This is an optimization exercise on Yosys and OpenROAD, whose aim is small area, a short achievable clock period and few clock cycles, not a production implementation.
No driver is modelled on the clock port, so clocking that relies on it looks cheaper here than on a real chip.
Power is estimated from default activity; no workload was simulated.

Setup of rev 12:
## FinalCPU
module FinalCPU(
	output	wire	[31:0]	imem_addr,
	output	wire			wb_valid,
	output	wire	[4:0]	wb_addr,
	output	wire	[31:0]	wb_data,
	input	wire	[31:0]	imem_data,
	input	wire			rst,
	input	wire			clk
);
==> module ALU_AddSub, before the edit <==
module ALU_AddSub(
	output [31:0] sum,
	output [31:0] na,	 
	output [31:0] nbx,	 
	input  [31:0] a_reg,	 
	input  [31:0] b_reg,
	input  [31:0] wb,	 
	input         fa_next,	 
	input         fb_next,
	input         sub_next,	 
	input         clk
);
	wire [31:0] p, g;
	wire [7:0] subq;
	wire sub = subq[0];
	genvar i, l;
	generate
		for (i = 0; i < 32; i = i + 4) begin : in4
			AddSub_In4 u(.p(p[i+3:i]), .g(g[i+3:i]), .sub(subq[i/4]),
				.na(na[i+3:i]), .nbx(nbx[i+3:i]),
				.a_reg(a_reg[i+3:i]), .b_reg(b_reg[i+3:i]), .wb(wb[i+3:i]),
				.fa_next(fa_next), .fb_next(fb_next), .sub_next(sub_next), .clk(clk));
		end
	endgenerate
	wire [31:0] G [0:5];
	wire [31:0] P [0:5];
	wire g0c;
	g_aoi21 gc0(.a(p[0]), .b(sub), .c(g[0]), .y(g0c));	 
	g_inv   gc1(.a(g0c), .y(G[0][0]));
	assign G[0][31:1] = g[31:1];
	assign P[0] = p;
	generate
		for (l = 1; l <= 5; l = l + 1) begin : lv
			for (i = 0; i < 32; i = i + 1) begin : nd
				if (i < (1 << (l - 1))) begin : done
					g_inv gi(.a(G[l-1][i]), .y(G[l][i]));
					assign P[l][i] = 1'b0;
				end
				else if (l % 2 == 1) begin : inv
					g_aoi21 gg(.a(P[l-1][i]), .b(G[l-1][i-(1<<(l-1))]), .c(G[l-1][i]), .y(G[l][i]));
					if (i >= (1 << l)) begin : pp
						g_nand2 gp(.a(P[l-1][i]), .b(P[l-1][i-(1<<(l-1))]), .y(P[l][i]));
					end
					else begin : np
						assign P[l][i] = 1'b0;
					end
				end
				else begin : pos
					g_oai21 gg(.a(P[l-1][i]), .b(G[l-1][i-(1<<(l-1))]), .c(G[l-1][i]), .y(G[l][i]));
					if (i >= (1 << l)) begin : pp
						g_nor2 gp(.a(P[l-1][i]), .b(P[l-1][i-(1<<(l-1))]), .y(P[l][i]));
					end
					else begin : np
						assign P[l][i] = 1'b0;
					end
				end
			end
		end
	endgenerate
	g_xor2 gs0(.a(p[0]), .b(sub), .y(sum[0]));
	generate
		for (i = 1; i < 32; i = i + 1) begin : s
			g_xnor2 gs(.a(p[i]), .b(G[5][i-1]), .y(sum[i]));
		end
	endgenerate
endmodule
==> module AddSub_In4, before the edit <==
module AddSub_In4(
	output [3:0] p,
	output [3:0] g,
	output       sub,
	output [3:0] na,
	output [3:0] nbx,
	input  [3:0] a_reg,
	input  [3:0] b_reg,
	input  [3:0] wb,
	input        fa_next,
	input        fb_next,
	input        sub_next,
	input        clk
);
	reg fa, fb, s;
	always @(posedge clk) begin
		fa <= fa_next;
		fb <= fb_next;
		s  <= sub_next;
	end
	assign sub = s;
	wire [3:0] bx_reg = b_reg ^ {4{s}};
	wire [3:0] bx_wb = wb ^ {4{s}};
	genvar i;
	generate
		for (i = 0; i < 4; i = i + 1) begin : b
			g_mux2i ma(.a0(a_reg[i]), .a1(wb[i]), .s(fa), .y(na[i]));
			g_mux2i mb(.a0(bx_reg[i]), .a1(bx_wb[i]), .s(fb), .y(nbx[i]));
			g_xor2 gp(.a(na[i]), .b(nbx[i]), .y(p[i]));
			g_nor2 gg(.a(na[i]), .b(nbx[i]), .y(g[i]));
		end
	endgenerate
endmodule
==> module RF, before the edit <==
module RF(
	output [31:0] src_data,
	output [31:0] tar_data,	 
	input  [4:0]  src_addr,
	input  [4:0]  tar_addr,
	input  [3:0]  src_lo,	 
	input  [7:0]  src_hi,
	input  [3:0]  tar_lo,
	input  [7:0]  tar_hi,
	input         tar_use,
	input  [31:0] tar_alt,
	input  [4:0]  dst_addr,
	input  [31:0] dst_data,
	input         reg_write,	 
	input         clk
);
	reg [31:0] R [1:31];
	integer i;
	always @(posedge clk) begin
		for (i = 1; i < 32; i = i + 1)
			if (reg_write && dst_addr == i) R[i] <= dst_data;
	end
	wire [31:1] ssel_lo, tsel_lo, ssel_hi, tsel_hi;
	RF_Dec dec_s0(.lo(src_lo), .hi(src_hi), .sel(ssel_lo));
	RF_Dec dec_t0(.lo(tar_lo), .hi(tar_hi), .sel(tsel_lo));
	RF_Dec dec_s1(.lo(src_lo), .hi(src_hi), .sel(ssel_hi));
	RF_Dec dec_t1(.lo(tar_lo), .hi(tar_hi), .sel(tsel_hi));
	wire byp_s = reg_write && (dst_addr == src_addr);
	wire byp_t = reg_write && (dst_addr == tar_addr);
	wire en_s = !byp_s;
	wire en_t = tar_use && !byp_t;
	wire [31:0] nz_s = ~({32{byp_s}} & dst_data);
	wire [31:0] nz_t = ~(({32{tar_use && byp_t}} & dst_data) | ({32{!tar_use}} & tar_alt));
	genvar j, k;
	generate
		for (j = 0; j < 32; j = j + 1) begin : bits
			wire [31:1] col;
			for (k = 1; k < 32; k = k + 1) begin : regs
				assign col[k] = R[k][j];
			end
			g_ao31 rs(.sel(j < 16 ? ssel_lo : ssel_hi), .d(col), .en(en_s), .nz(nz_s[j]), .y(src_data[j]));
			g_ao31 rt(.sel(j < 16 ? tsel_lo : tsel_hi), .d(col), .en(en_t), .nz(nz_t[j]), .y(tar_data[j]));
		end
	endgenerate
endmodule
==> flow/config.mk <==
export PLATFORM = sky130hd
export DESIGN_NAME = FinalCPU
export DESIGN_NICKNAME = FinalCPU
export VERILOG_FILES = /design/flow/design.v
export SDC_FILE = /design/flow/constraint.sdc
export NUM_CORES = 8
export LEC_CHECK = 0
export CAP_MARGIN = 20
export CORE_MARGIN = 2
export CORE_UTILIZATION = 55
export CTS_CLUSTER_DIAMETER = 80
export CTS_CLUSTER_SIZE = 24
export SETUP_SLACK_MARGIN = 5
export SLEW_MARGIN = 65
export SYNTH_HIERARCHICAL = 1
export SYNTH_MINIMUM_KEEP_SIZE = 0
export TNS_END_PERCENT = 0
==> flow/constraint.sdc <==
create_clock -name core_clock -period 8.0 [get_ports {clk}]
set_input_delay 1.6000 -clock core_clock [delete_from_list [all_inputs] [get_ports {clk}]]
set_output_delay 1.6000 -clock core_clock [all_outputs]
set_load 0.01 [all_outputs]
standard.sh (not shown) runs the stock make flow with config.mk's settings and CLKGATE_MAP_FILE= SYNTH_SCRIPT=/design/flow/synth_recipe.tcl, a recipe that flattens the netlist after the stock synthesis.
==> flow/flow/run.sh <==
#!/bin/bash
# Layout flow: the standard flow with three extra steps, run through
# ORFS's step hooks:
#  - before floorplanning (flow/downsize.tcl): each combinational cell goes
#    back to its smallest size; timing repair then upsizes where needed;
#  - before clock-tree synthesis (flow/io_buffers.tcl): the port buffers get a
#    plain buffer cell;
#  - at the end of global routing (flow/post_grt.tcl): a second timing repair
#    of all endpoints within 0.15 ns of the worst.
# Each step's full output goes to a log file here.
set -euo pipefail
W=$(pwd)
bash standard.sh synth > synth.log 2>&1
bash standard.sh floorplan PRE_FLOORPLAN_TCL="$W/flow/downsize.tcl" > floorplan.log 2>&1
bash standard.sh place > place.log 2>&1
bash standard.sh cts PRE_CTS_TCL="$W/flow/io_buffers.tcl" > cts.log 2>&1
bash standard.sh grt POST_GLOBAL_ROUTE_TCL="$W/flow/post_grt.tcl" > grt.log 2>&1
bash standard.sh finish > layout.log 2>&1
test -f out/final.def
Other scripts of this flow, unchanged in this note and not shown: flow/flow/downsize.tcl, flow/flow/io_buffers.tcl, flow/flow/post_grt.tcl
Looking at the reports, rev 12 completed the entire flow and the layout it produced met the timing, design-rule and antenna checks.
Edits applied to the flow inputs when going from rev 12 to rev 13:
--- a/flow/design.v
+++ b/flow/design.v
@@ -9,18 +9,18 @@
 	input         fb_next,
 	input         sub_next,	 
 	input         clk
 );
 	wire [31:0] p, g;
-	wire [7:0] subq;
+	wire [3:0] subq;
 	wire sub = subq[0];
 	genvar i, l;
 	generate
-		for (i = 0; i < 32; i = i + 4) begin : in4
-			AddSub_In4 u(.p(p[i+3:i]), .g(g[i+3:i]), .sub(subq[i/4]),
-				.na(na[i+3:i]), .nbx(nbx[i+3:i]),
-				.a_reg(a_reg[i+3:i]), .b_reg(b_reg[i+3:i]), .wb(wb[i+3:i]),
+		for (i = 0; i < 32; i = i + 8) begin : in8
+			AddSub_In8 u(.p(p[i+7:i]), .g(g[i+7:i]), .sub(subq[i/8]),
+				.na(na[i+7:i]), .nbx(nbx[i+7:i]),
+				.a_reg(a_reg[i+7:i]), .b_reg(b_reg[i+7:i]), .wb(wb[i+7:i]),
 				.fa_next(fa_next), .fb_next(fb_next), .sub_next(sub_next), .clk(clk));
 		end
 	endgenerate
 	wire [31:0] G [0:5];
 	wire [31:0] P [0:5];
@@ -105,19 +105,19 @@
 	g_aoi22 g1(.a(srl), .b(shf), .c(l0), .d(q0), .y(n1));
 	g_aoi22 g2(.a(l1), .b(q1), .c(l2), .d(q2), .y(n2));
 	g_nand2 g3(.a(l3), .b(q3), .y(n3));
 	g_nand4 g4(.a(n0), .b(n1), .c(n2), .d(n3), .y(y));
 endmodule
-module AddSub_In4(
-	output [3:0] p,
-	output [3:0] g,
+module AddSub_In8(
+	output [7:0] p,
+	output [7:0] g,
 	output       sub,
-	output [3:0] na,
-	output [3:0] nbx,
-	input  [3:0] a_reg,
-	input  [3:0] b_reg,
-	input  [3:0] wb,
+	output [7:0] na,
+	output [7:0] nbx,
+	input  [7:0] a_reg,
+	input  [7:0] b_reg,
+	input  [7:0] wb,
 	input        fa_next,
 	input        fb_next,
 	input        sub_next,
 	input        clk
 );
@@ -126,15 +126,15 @@
 		fa <= fa_next;
 		fb <= fb_next;
 		s  <= sub_next;
 	end
 	assign sub = s;
-	wire [3:0] bx_reg = b_reg ^ {4{s}};
-	wire [3:0] bx_wb = wb ^ {4{s}};
+	wire [7:0] bx_reg = b_reg ^ {8{s}};
+	wire [7:0] bx_wb = wb ^ {8{s}};
 	genvar i;
 	generate
-		for (i = 0; i < 4; i = i + 1) begin : b
+		for (i = 0; i < 8; i = i + 1) begin : b
 			g_mux2i ma(.a0(a_reg[i]), .a1(wb[i]), .s(fa), .y(na[i]));
 			g_mux2i mb(.a0(bx_reg[i]), .a1(bx_wb[i]), .s(fb), .y(nbx[i]));
 			g_xor2 gp(.a(na[i]), .b(nbx[i]), .y(p[i]));
 			g_nor2 gg(.a(na[i]), .b(nbx[i]), .y(g[i]));
 		end
@@ -360,15 +360,13 @@
 	integer i;
 	always @(posedge clk) begin
 		for (i = 1; i < 32; i = i + 1)
 			if (reg_write && dst_addr == i) R[i] <= dst_data;
 	end
-	wire [31:1] ssel_lo, tsel_lo, ssel_hi, tsel_hi;
-	RF_Dec dec_s0(.lo(src_lo), .hi(src_hi), .sel(ssel_lo));
-	RF_Dec dec_t0(.lo(tar_lo), .hi(tar_hi), .sel(tsel_lo));
-	RF_Dec dec_s1(.lo(src_lo), .hi(src_hi), .sel(ssel_hi));
-	RF_Dec dec_t1(.lo(tar_lo), .hi(tar_hi), .sel(tsel_hi));
+	wire [31:1] ssel, tsel;
+	RF_Dec dec_s(.lo(src_lo), .hi(src_hi), .sel(ssel));
+	RF_Dec dec_t(.lo(tar_lo), .hi(tar_hi), .sel(tsel));
 	wire byp_s = reg_write && (dst_addr == src_addr);
 	wire byp_t = reg_write && (dst_addr == tar_addr);
 	wire en_s = !byp_s;
 	wire en_t = tar_use && !byp_t;
 	wire [31:0] nz_s = ~({32{byp_s}} & dst_data);
@@ -378,12 +376,12 @@
 		for (j = 0; j < 32; j = j + 1) begin : bits
 			wire [31:1] col;
 			for (k = 1; k < 32; k = k + 1) begin : regs
 				assign col[k] = R[k][j];
 			end
-			g_ao31 rs(.sel(j < 16 ? ssel_lo : ssel_hi), .d(col), .en(en_s), .nz(nz_s[j]), .y(src_data[j]));
-			g_ao31 rt(.sel(j < 16 ? tsel_lo : tsel_hi), .d(col), .en(en_t), .nz(nz_t[j]), .y(tar_data[j]));
+			g_ao31 rs(.sel(ssel), .d(col), .en(en_s), .nz(nz_s[j]), .y(src_data[j]));
+			g_ao31 rt(.sel(tsel), .d(col), .en(en_t), .nz(nz_t[j]), .y(tar_data[j]));
 		end
 	endgenerate
 endmodule
 module RF_Dec(input [3:0] lo, input [7:0] hi, output [31:1] sel);
 	genvar k;
==> comparison <==
Going from rev 12 to rev 13, aggregate routed wire length grew by a few percent. Synthesized cell count was higher in rev 12 than in rev 13. Rev 12 -> rev 13: cell count decreased slightly. Layout net count essentially unchanged between rev 13 and rev 12. Rev 13 — total chip power 550 uW lower, rev 12 as reference. In terms of final area, rev 13 and rev 12 differ only marginally. Between rev 12 and rev 13, the share of cell area taken by flip-flops and latches figures differ only marginally. Summary of rev 13 over rev 12: via count of the first global-routing pass essentially unchanged, first-pass GRT wire length shows an increase of 4.4%, number of buffers outside the clock class in the layout moved up. When rev 13 is measured against rev 12, its number of rows in the core area turns out 1 lower. Rev 12 -> rev 13: switching power flat.
Function was not checked in any run of this note: the RTL went through the layout flow alone.

[what the ideal ports hide]
In the flow no input, the clock included, has a driving cell. The finished layouts below were timed again as built, in two steps. Step 1, drivers: a clkbuf_16 drives clk and a buf_2 each remaining input, both assumed. Step 2 also shifts input and output timing later by t, the mid clock arrival at the registers, as if the neighbouring blocks saw the same clock. a / b / c = ideal ports / drivers / drivers and shift; a / b = the first two.
run	t, ns	setup slack, ns	worst setup path after step 2
rev 12	0.907	4.661 / 4.661 / 4.661	register to register
rev 13	0.915	4.622 / 4.622 / 4.622	register to register
After both steps setup and hold are still met in every run listed.
